This is an optimization exercise on Yosys and OpenROAD, whose aim is small area, not a production implementation. Function was checked by simulation only, so behaviour that the tests miss may differ from the original. No activity file was given, so power comes from the tool's default toggle rates.

## systolic
module systolic
#
(
    parameter   D_W  = 8,  
    parameter   D_W_ACC = 16,  
    parameter   N   = 8,
    parameter   M   = 16
)
(
    input   wire                                        clk,
    input   wire                                        rst,
    input   wire                                        enable_row_count_A,
    output  wire    [$clog2(M)-1:0]                     pixel_cntr_A,
    output  wire    [($clog2(M/N)?$clog2(M/N):1)-1:0]   slice_cntr_A,
    output  wire    [($clog2(M/N)?$clog2(M/N):1)-1:0]   pixel_cntr_B,
    output  wire    [$clog2(M)-1:0]                     slice_cntr_B,
    output  wire    [$clog2((M*M)/N)-1:0]               rd_addr_A,
    output  wire    [$clog2((M*M)/N)-1:0]               rd_addr_B,
    input   wire    [N*D_W-1:0]                         A,  
    input   wire    [N*D_W-1:0]                         B,  
    output  wire    [N*N*D_W_ACC-1:0]                   D,  
    output  wire    [N*N-1:0]                           valid_D  
);
export LEC_CHECK = 0
export CAP_MARGIN = 20
export CORE_MARGIN = 2
export CORE_UTILIZATION = 40
export CTS_CLUSTER_DIAMETER = 120
export CTS_CLUSTER_SIZE = 25
export GPL_TIMING_DRIVEN = 0
export SLEW_MARGIN = 20
export SYNTH_HIERARCHICAL = 1
export SYNTH_MINIMUM_KEEP_SIZE = 0
create_clock -name core_clock -period 7.0 [get_ports {clk}]
standard.sh (not shown) runs the stock make flow with config.mk's settings and CLKGATE_MAP_FILE= SYNTH_SCRIPT=/design/flow/synth_recipe.tcl, a recipe that flattens the netlist after the stock synthesis.
==> flow/flow/run.sh <==
#!/bin/bash
# Standard layout, with two changes: the port buffers are made from the
# smallest buffer cell, and the buffers synthesis leaves on the nets between
# processing elements are removed at floorplan (placement here is not
# timing-driven, which is where the standard flow would remove them).
set -e
export BUFFER_PORTS_ARGS="-buffer_cell sky130_fd_sc_hd__buf_1"
export REMOVE_ABC_BUFFERS=1
bash standard.sh > standard.log 2>&1
==> next run, changes <==
==> flow/flow/run.sh (replaced) <==
#!/bin/bash
# Standard layout (the standard.sh) with these changes:
#  - the port buffers are made from the smallest buffer cell;
#  - the buffers synthesis leaves on the nets between processing elements
#    are removed at floorplan (placement here is not timing-driven, which is
#    where the standard flow would remove them);
#  - clock tree: larger sink clusters and no dummy loads.
set -e
export BUFFER_PORTS_ARGS="-buffer_cell sky130_fd_sc_hd__buf_1"
export REMOVE_ABC_BUFFERS=1
export CTS_ARGS="-sink_clustering_enable -repair_clock_nets -sink_clustering_size 25 -sink_clustering_max_diameter 120 -dont_use_dummy_load"
bash standard.sh > standard.log 2>&1
- CORE_UTILIZATION: 40 -> 55
- CTS_CLUSTER_DIAMETER: 120 -> default
- CTS_CLUSTER_SIZE: 25 -> default
Synthesized area is unchanged.
Sequential power hardly moves.
Routed wire length went down by 3.4%.
Clock-buffer cell count went down by 20.
Final cell count went down by 7.4%.
==> next run, changes <==
==> flow/flow/run.sh (replaced) <==
#!/bin/bash
# Standard layout, with the port buffers made from the smallest buffer cell
# instead of the flow's default choice.
set -e
cp standard.sh standard_sh_copy.log
cp synth_recipe.tcl synth_recipe_copy.log
cp config.mk config_mk_copy.log
export BUFFER_PORTS_ARGS="-buffer_cell sky130_fd_sc_hd__buf_1"
bash standard.sh > standard.log 2>&1
- CORE_UTILIZATION: 55 -> 40
- CTS_CLUSTER_DIAMETER: default -> 120
- CTS_CLUSTER_SIZE: default -> 25
- GPL_TIMING_DRIVEN: 0 -> default
Count of clock-buffer cells in the layout increases by 18.
Worst setup slack gains 0.26 ns.
Sequential power barely changes.
Final area increases by 2.8%.
Power increases by 4.8%.
Critical path depth decreases by 2.
Via count increases by 0.62%.
Non-clock buffer count increases by 296.
Core utilization decreases by 15 points.
Synthesized cell count stays the same.
==> next run, changes <==
==> flow/flow/run.sh (replaced) <==
#!/bin/bash
# Standard layout (the standard.sh) with these changes:
#  - the port buffers are made from the smallest buffer cell;
#  - the buffers synthesis leaves on the nets between processing elements
#    are removed at floorplan (placement here is not timing-driven, which is
#    where the standard flow would remove them);
#  - clock tree: larger sink clusters and no dummy loads.
set -e
export BUFFER_PORTS_ARGS="-buffer_cell sky130_fd_sc_hd__buf_1"
export REMOVE_ABC_BUFFERS=1
export CTS_ARGS="-sink_clustering_enable -repair_clock_nets -sink_clustering_size 25 -sink_clustering_max_diameter 120 -dont_use_dummy_load"
bash standard.sh > standard.log 2>&1
- CORE_UTILIZATION: 40 -> 55
- GPL_TIMING_DRIVEN: default -> 0
After rerunning:
- The new run ran to the end with no violations
- wire length falls by a little under a tenth
- setup slack is worse by 0.26 ns
- first-iteration DRC count rises by a few percent
- synthesized cell count stays the same
- clock power falls by about a fifth
- worst hold slack is better by 0.022 ns
- design area falls by a few percent
==> next run, changes <==
==> flow/flow/run.sh (replaced) <==
#!/bin/bash
# Standard layout, with two changes: the port buffers are made from the
# smallest buffer cell, and the buffers synthesis leaves on the nets between
# processing elements are removed at floorplan (placement here is not
# timing-driven, which is where the standard flow would remove them).
set -e
export BUFFER_PORTS_ARGS="-buffer_cell sky130_fd_sc_hd__buf_1"
export REMOVE_ABC_BUFFERS=1
bash standard.sh > standard.log 2>&1
- CORE_UTILIZATION: 55 -> 40
- CTS_CLUSTER_DIAMETER: 120 -> default
- CTS_CLUSTER_SIZE: 25 -> default
Register-to-register slack gets better by 0.09 ns.
Worst setup slack gets better by 0.095 ns.
Cell area goes up by 5.2%.
Sequential share of layout area goes down by 1.2 points.
Routed wire length goes up by 4.8%.
Total power goes up by 21%.
Area after synthesis is unchanged.
Via count goes up by 0.50%.

[what the ideal ports hide]
The flow's constraints put no driver on any port. The routed layouts listed below were extracted and timed again, unchanged, in two steps.
Step 1: set_driving_cell puts a clkbuf_16 on clk and a buf_2 on each other input, an assumption about the parent block.
Step 2 adds t to the input delays and takes it off the output delays; t is the mean of the earliest and latest rising clock arrival at the registers after step 1. Input paths then give back, and output paths get back, about the clock's delay inside the block.
a / b / c = ideal ports / drivers / drivers and shift; a / b = the first two.
| run | t, ns | setup WS [ns] | hold WS [ns] | latest minus earliest clock arrival (ns) | pins driven straight from the clock port |
|---|---|---|---|---|---|
| the first run | 0.998 | 0.352 / 0.352 / 0.352 | 0.412 / 0.412 / 0.412 | 0.089 / 0.089 | 1 |
| the second run | 0.993 | 0.269 / 0.269 / 0.269 | 0.443 / 0.443 / 0.443 | 0.076 / 0.076 | 1 |
| the third run | 1.023 | 0.533 / 0.533 / 0.533 | 0.421 / 0.421 / 0.421 | 0.095 / 0.095 | 1 |
| the fourth run | 0.993 | 0.269 / 0.269 / 0.269 | 0.443 / 0.443 / 0.443 | 0.076 / 0.076 | 1 |
| the fifth run | 0.995 | 0.364 / 0.364 / 0.364 | 0.421 / 0.421 / 0.421 | 0.070 / 0.070 | 1 |
After both steps every run listed still meets setup and hold.
